What follows belongs to an exercise in optimizing a design on an open flow for small area and a short achievable clock period; a production flow would make more cautious choices.
Function was checked by simulation only, so behaviour that the tests miss may differ from the original.

==> inputs of run a <==
## TRN_RMS
module TRN_RMS(
    input wire clk,
    input wire reset,
    input wire [19:0] data_in,
    output wire rms_tlast,
    output wire [39:0] result
);
export LEC_CHECK = 0
export CAP_MARGIN = 20
export CORE_MARGIN = 2
export CORE_UTILIZATION = 70
export CTS_BUF_LIST = sky130_fd_sc_hd__clkbuf_8
export GPL_ROUTABILITY_DRIVEN = 0
export PLACE_DENSITY = 0.8
export SETUP_SLACK_MARGIN = 5
export SLEW_MARGIN = 20
export TNS_END_PERCENT = 100
create_clock -name core_clock -period 8.0 [get_ports {clk}]
standard.sh (not shown) runs the stock make flow with config.mk's settings and CLKGATE_MAP_FILE= SYNTH_SCRIPT=/design/flow/synth_recipe.tcl, a recipe that flattens the netlist after the stock synthesis.
==> flow/flow/run.sh <==
#!/bin/bash
# Layout flow: the standard ORFS flow (standard.sh), with two changes:
#  - after the standard synthesis, the logic between the sample registers and
#    the squarer's carry-save registers (sq_s, sq_c) is replaced by the
#    hand-mapped tree in flow/tree.txt (flow/patch.py); registers are untouched;
#  - repair aims at a tighter setup margin, may resize across cell footprints,
#    and ports get buf_1 buffers.
set -euo pipefail
MARGIN=${MARGIN:-5.35}
R=$PWD/orfs/results/sky130hd/TRN_RMS/base
python3 - "$MARGIN" <<'PY'
import re, sys
s = open("standard.sh").read()
s2 = re.sub(r'SETUP_SLACK_MARGIN=\S+', 'SETUP_SLACK_MARGIN=' + sys.argv[1], s)
s2 = s2.replace('"${@:-finish}"', 'MATCH_CELL_FOOTPRINT=0 "${@:-finish}"')
assert s2.count('MATCH_CELL_FOOTPRINT=0') == 1 and 'SETUP_SLACK_MARGIN=' + sys.argv[1] in s2
open("my_standard.sh", "w").write(s2)
PY
export BUFFER_PORTS_ARGS="-buffer_cell sky130_fd_sc_hd__buf_1"
bash my_standard.sh "$R/1_2_yosys.v" > synth.log 2>&1
cp "$R/1_2_yosys.v" "$R/1_2_yosys_standard.v"
python3 flow/patch.py "$R/1_2_yosys_standard.v" flow/tree.txt "$R/1_2_yosys.v" > patch.log 2>&1
bash my_standard.sh > layout.log 2>&1
Other scripts of this flow, unchanged in this note and not shown: flow/flow/patch.py, flow/flow/tree.txt
==> run b (differences from run a) <==
--- a/flow/flow/run.sh
+++ b/flow/flow/run.sh
@@ -6,7 +6,7 @@
 #  - repair aims at a tighter setup margin, may resize across cell footprints,
 #    and ports get buf_1 buffers.
 set -euo pipefail
-MARGIN=${MARGIN:-5.35}
+MARGIN=${MARGIN:-5.0}
 R=$PWD/orfs/results/sky130hd/TRN_RMS/base
 python3 - "$MARGIN" <<'PY'
 import re, sys
- GPL_ROUTABILITY_DRIVEN: 0 -> not set
==> qor summary <==
	run a	run b
Number of buffer and inverter stages on the critical path	1	2
Register Area	3220 um2	3150 um2
Final Non-Filler Cells	1434	1404
Buffers inserted during post-CTS setup optimization	8	0
Final wirelength	23100 um	21100 um
GR met3 Demand/Resource	0.0657	0.0586
Final hold slack	0.348 ns	0.350 ns
Worst slack at placement	4.92 ns	4.94 ns
Share of cell area taken by multi-input logic gates	0.595	0.602
Capture instance of the worst register-to-register path	acc[38]$_SDFF_PP0_	acc[41]$_SDFF_PP0_
Final core utilization	0.799	0.753
Overall track demand over capacity in global routing	0.290	0.278
F_max	0.374 GHz	0.353 GHz
Status	finished clean	finished clean

==> branch garnet: inputs <==
Another version of the RTL of TRN_RMS (not shown whole).
Settings: LEC_CHECK=0, CAP_MARGIN=20, CORE_MARGIN=2, CORE_UTILIZATION=40, SETUP_SLACK_MARGIN=5, SLEW_MARGIN=20, TNS_END_PERCENT=100; clock period 8.0 ns.
==> flow/flow/run.sh <==
#!/bin/bash
# Layout flow: the standard ORFS flow (standard.sh), with two changes:
#  - after the standard synthesis, the logic between the sample registers and
#    the squarer's carry-save registers (sq_s, sq_c) is replaced by the
#    hand-mapped tree in flow/tree.txt (flow/patch.py); registers are untouched;
#  - repair aims at a tighter setup margin, may resize across cell footprints,
#    and ports get buf_2 buffers.
set -euo pipefail
MARGIN=${MARGIN:-5.3}
R=$PWD/orfs/results/sky130hd/TRN_RMS/base
python3 - "$MARGIN" <<'PY'
import re, sys
s = open("standard.sh").read()
s2 = re.sub(r'SETUP_SLACK_MARGIN=\S+', 'SETUP_SLACK_MARGIN=' + sys.argv[1], s)
s2 = s2.replace('"${@:-finish}"', 'MATCH_CELL_FOOTPRINT=0 "${@:-finish}"')
assert s2.count('MATCH_CELL_FOOTPRINT=0') == 1 and 'SETUP_SLACK_MARGIN=' + sys.argv[1] in s2
open("my_standard.sh", "w").write(s2)
PY
export BUFFER_PORTS_ARGS="-buffer_cell sky130_fd_sc_hd__buf_2"
bash my_standard.sh "$R/1_2_yosys.v" > synth.log 2>&1
cp "$R/1_2_yosys.v" "$R/1_2_yosys_standard.v"
python3 flow/patch.py "$R/1_2_yosys_standard.v" flow/tree.txt "$R/1_2_yosys.v" > patch.log 2>&1
bash my_standard.sh > layout.log 2>&1
Other scripts of this flow, unchanged in this note and not shown: flow/flow/patch.py, flow/flow/tree.txt
==> inputs of branch umber, as changes to branch garnet <==
--- a/flow/flow/run.sh
+++ b/flow/flow/run.sh
@@ -6,7 +6,7 @@
 #  - repair aims at a tighter setup margin, may resize across cell footprints,
 #    and ports get buf_2 buffers.
 set -euo pipefail
-MARGIN=${MARGIN:-5.3}
+MARGIN=${MARGIN:-5.0}
 R=$PWD/orfs/results/sky130hd/TRN_RMS/base
 python3 - "$MARGIN" <<'PY'
 import re, sys
==> comparison <==
Between branch garnet and branch umber, the lower sequential share of layout area is in branch garnet (gap 1.3 points). In register-to-register slack, branch umber and branch garnet hardly differ. In die area, branch garnet and branch umber do not differ.

==> job 8427 <==
TRN_RMS, a different RTL version from the one above (not shown whole).
==> flow/config.mk <==
export PLATFORM = sky130hd
export DESIGN_NAME = TRN_RMS
export DESIGN_NICKNAME = TRN_RMS
export VERILOG_FILES = /design/flow/design.v
export SDC_FILE = /design/flow/constraint.sdc
export NUM_CORES = 4
export LEC_CHECK = 0
export CAP_MARGIN = 20
export CORE_MARGIN = 2
export CORE_UTILIZATION = 40
export CTS_BUF_LIST = sky130_fd_sc_hd__clkbuf_8
export SETUP_SLACK_MARGIN = 5
export SLEW_MARGIN = 20
export TNS_END_PERCENT = 100
==> flow/constraint.sdc <==
create_clock -name core_clock -period 8.0 [get_ports {clk}]
set_input_delay 1.6000 -clock core_clock [delete_from_list [all_inputs] [get_ports {clk}]]
set_output_delay 1.6000 -clock core_clock [all_outputs]
set_load 0.01 [all_outputs]
==> flow/flow/run.sh <==
#!/bin/bash
# Layout flow: the standard ORFS flow (standard.sh), with two changes:
#  - after the standard synthesis, the logic between the sample registers and
#    the squarer's carry-save registers (sq_s, sq_c) is replaced by the
#    hand-mapped tree in flow/tree.txt (flow/patch.py); registers are untouched;
#  - repair aims at a tighter setup margin, may resize across cell footprints,
#    and ports get buf_2 buffers.
set -euo pipefail
MARGIN=${MARGIN:-5.0}
R=$PWD/orfs/results/sky130hd/TRN_RMS/base
python3 - "$MARGIN" <<'PY'
import re, sys
s = open("standard.sh").read()
s2 = re.sub(r'SETUP_SLACK_MARGIN=\S+', 'SETUP_SLACK_MARGIN=' + sys.argv[1], s)
s2 = s2.replace('"${@:-finish}"', 'MATCH_CELL_FOOTPRINT=0 "${@:-finish}"')
assert s2.count('MATCH_CELL_FOOTPRINT=0') == 1 and 'SETUP_SLACK_MARGIN=' + sys.argv[1] in s2
open("my_standard.sh", "w").write(s2)
PY
export BUFFER_PORTS_ARGS="-buffer_cell sky130_fd_sc_hd__buf_2"
bash my_standard.sh "$R/1_2_yosys.v" > synth.log 2>&1
cp "$R/1_2_yosys.v" "$R/1_2_yosys_standard.v"
python3 flow/patch.py "$R/1_2_yosys_standard.v" flow/tree.txt "$R/1_2_yosys.v" > patch.log 2>&1
bash my_standard.sh > layout.log 2>&1
Other scripts of this flow, unchanged in this note and not shown: flow/flow/patch.py, flow/flow/tree.txt
==> inputs of job 6822, as changes to job 8427 <==
- CTS_BUF_LIST: sky130_fd_sc_hd__clkbuf_8 -> unset
==> results.txt <==
| item | job 6822 | job 8427 |
|---|---|---|
| Final layout net count | 1421 | 1422 |
| Run status | complete, no violations | complete, no violations |
| Detailed-route wire length | 20450 microns | 20420 microns |
| Met1 track demand over resource | 22.45% | 22.25% |
| Register share of the cell area | 25.96% | 26.37% |
| Cell seen most often among critical-path stages | fa_2 | fa_1 |
| Total GRT Usage | 16.38% | 16.22% |
| Initial DRC count | 354 | 329 |
| Min Hold Slack | 0.3472 ns | 0.3533 ns |
| Worst Path Arrival | 3.26 ns | 3.31 ns |
| Clock root buffer | clkbuf_16 | clkbuf_8 |
| Launching instance or port of the critical path | u[10] | u[2] |
| Met3 Wirelength | 723 microns | 758 microns |
| Clock transition time at the flip-flop clock pins of the worst setup and hold paths | 0.07 ns | 0.09 ns |
| Number of buffers inserted to repair setup after CTS | 9 | 20 |
| Non-clock buffer count in the final layout | 92 | 93 |
| Per-cell via count in the routed design | 4.605 | 4.576 |
| Post-route non-filler standard cell count | 1569 | 1570 |

==> run P <==
TRN_RMS, a different RTL version from the one above (not shown whole).
export LEC_CHECK = 0
export CAP_MARGIN = 20
export CORE_MARGIN = 2
export CORE_UTILIZATION = 70
export CTS_BUF_LIST = sky130_fd_sc_hd__clkbuf_8
export PLACE_DENSITY = 0.8
export SETUP_SLACK_MARGIN = 5
export SLEW_MARGIN = 20
export TNS_END_PERCENT = 100
create_clock -name core_clock -period 8.0 [get_ports {clk}]
==> flow/flow/run.sh <==
#!/bin/bash
# Layout flow: the standard ORFS flow (standard.sh), with two changes:
#  - after the standard synthesis, the logic between the sample registers and
#    the squarer's carry-save registers (sq_s, sq_c) is replaced by the
#    hand-mapped tree in flow/tree.txt (flow/patch.py); registers are untouched;
#  - repair aims at a tighter setup margin, may resize across cell footprints,
#    and ports get buf_2 buffers.
set -euo pipefail
MARGIN=${MARGIN:-5.4}
R=$PWD/orfs/results/sky130hd/TRN_RMS/base
python3 - "$MARGIN" <<'PY'
import re, sys
s = open("standard.sh").read()
s2 = re.sub(r'SETUP_SLACK_MARGIN=\S+', 'SETUP_SLACK_MARGIN=' + sys.argv[1], s)
s2 = s2.replace('"${@:-finish}"', 'MATCH_CELL_FOOTPRINT=0 "${@:-finish}"')
assert s2.count('MATCH_CELL_FOOTPRINT=0') == 1 and 'SETUP_SLACK_MARGIN=' + sys.argv[1] in s2
open("my_standard.sh", "w").write(s2)
PY
export BUFFER_PORTS_ARGS="-buffer_cell sky130_fd_sc_hd__buf_2"
bash my_standard.sh "$R/1_2_yosys.v" > synth.log 2>&1
cp "$R/1_2_yosys.v" "$R/1_2_yosys_standard.v"
python3 flow/patch.py "$R/1_2_yosys_standard.v" flow/tree.txt "$R/1_2_yosys.v" > patch.log 2>&1
bash my_standard.sh > layout.log 2>&1
Other scripts of this flow, unchanged in this note and not shown: flow/flow/patch.py, flow/flow/tree.txt
==> run G: changes against run P <==
--- a/flow/flow/run.sh
+++ b/flow/flow/run.sh
@@ -7,5 +7,5 @@
 #    and ports get buf_2 buffers.
 set -euo pipefail
-MARGIN=${MARGIN:-5.4}
+MARGIN=${MARGIN:-5.0}
 R=$PWD/orfs/results/sky130hd/TRN_RMS/base
 python3 - "$MARGIN" <<'PY'
==> qor summary <==
item	run P	run G
Result of the run	finished clean	finished clean
Critical R2R Capture	sq_c[20]	acc[38]
Post-CTS sizing	120	4
Number of filler instances in the final layout	808	1060
Met1 GRT Util	40.34%	39.74%
Number of clock-tree buffers in the layout	18	17
Timing endpoint of the critical path	sq_c[20]	acc[38]
Final Non-Filler Cells	1488	1440
Initial DRC Count	598	509
First-pass GRT wire length	38270 um	36320 um
Register-to-register setup slack	5.30 ns	5.12 ns
Vias in the first global route	8064	7705
Wire length on met2	12620 um	10450 um
Final WS setup	5.296 ns	5.122 ns
Highest net fanout along the worst path	4	17
Worst R2R Path Depth	6	12
Proportion of cell area spent on the clock network	3.422%	3.608%
Proportion of final cell area spent on non-clock buffers	6.756%	2.945%

==> inputs of v8 <==
TRN_RMS, a different RTL version from the one above (not shown whole).
export LEC_CHECK = 0
export CAP_MARGIN = 20
export CORE_MARGIN = 2
export CORE_UTILIZATION = 40
export SETUP_SLACK_MARGIN = 5
export SLEW_MARGIN = 20
export TNS_END_PERCENT = 100
create_clock -name core_clock -period 8.0 [get_ports {clk}]
==> flow/flow/run.sh <==
#!/bin/bash
# Layout flow: the standard ORFS flow (standard.sh), with two changes:
#  - after the standard synthesis, the logic between the sample registers and
#    the squarer's carry-save registers (sq_s, sq_c) is replaced by the
#    hand-mapped tree in flow/tree.txt (flow/patch.py); registers are untouched;
#  - repair aims at a tighter setup margin, may resize across cell footprints,
#    and ports get buf_2 buffers.
set -euo pipefail
MARGIN=${MARGIN:-5.2}
R=$PWD/orfs/results/sky130hd/TRN_RMS/base
python3 - "$MARGIN" <<'PY'
import re, sys
s = open("standard.sh").read()
s2 = re.sub(r'SETUP_SLACK_MARGIN=\S+', 'SETUP_SLACK_MARGIN=' + sys.argv[1], s)
s2 = s2.replace('"${@:-finish}"', 'MATCH_CELL_FOOTPRINT=0 "${@:-finish}"')
assert s2.count('MATCH_CELL_FOOTPRINT=0') == 1 and 'SETUP_SLACK_MARGIN=' + sys.argv[1] in s2
open("my_standard.sh", "w").write(s2)
PY
export BUFFER_PORTS_ARGS="-buffer_cell sky130_fd_sc_hd__buf_2"
bash my_standard.sh "$R/1_2_yosys.v" > synth.log 2>&1
cp "$R/1_2_yosys.v" "$R/1_2_yosys_standard.v"
python3 flow/patch.py "$R/1_2_yosys_standard.v" flow/tree.txt "$R/1_2_yosys.v" > patch.log 2>&1
bash my_standard.sh > layout.log 2>&1
Other scripts of this flow, unchanged in this note and not shown: flow/flow/patch.py, flow/flow/tree.txt
==> v14: changes against v8 <==
--- a/flow/flow/run.sh
+++ b/flow/flow/run.sh
@@ -8,3 +8,3 @@
 set -euo pipefail
-MARGIN=${MARGIN:-5.2}
+MARGIN=${MARGIN:-5.0}
 R=$PWD/orfs/results/sky130hd/TRN_RMS/base
==> results.txt <==
In die area, v8 and v14 do not differ. Of v14 and v8, v14 has the higher sequential share of layout area (gap 1.6 points). Core utilization: v8 is higher than v14 (3.5 points). v8 passed the timing, design-rule and antenna checks. v14 produced a clean layout. In v14 the non-clock buffer count is lower than in v8, by 36.

==> afterwards: timing with drivers on the ports <==
No port has a modelled driver above. Below, the same layouts with a new extraction and two added sets of constraints. Step 1: set_driving_cell puts a clkbuf_16 on clk and a buf_2 on each other input, an assumption about the parent block. Step 2 adds t to the input delays and takes it off the output delays; t is the mean of the earliest and latest rising clock arrival at the registers after step 1. Input paths then give back, and output paths get back, about the clock's delay inside the block. Slacks: ideal / step 1 / step 2; pairs: ideal / step 1.
run | t (ns) | setup WS [ns] | worst setup path after step 2
run a | 0.502 | 5.327 / 5.288 / 4.909 | input to register
run b | 0.496 | 5.166 / 5.166 / 4.914 | input to register
branch garnet | 0.470 | 4.808 / 4.808 / 4.808 | register to register
branch umber | 0.463 | 4.794 / 4.794 / 4.794 | register to register
job 8427 | 0.495 | 5.039 / 5.039 / 4.763 | input to register
job 6822 | 0.476 | 5.051 / 5.051 / 4.763 | input to register
run P | 0.518 | 5.296 / 5.296 / 5.002 | input to register
run G | 0.487 | 5.122 / 5.122 / 4.902 | input to register
v8 | 0.463 | 4.999 / 4.989 / 4.526 | input to register
v14 | 0.468 | 4.981 / 4.979 / 4.512 | input to register
After both steps every run listed still meets setup and hold. The setup slack of v8, which loses most, moves by -0.010 ns with the drivers and by -0.473 ns with both steps.
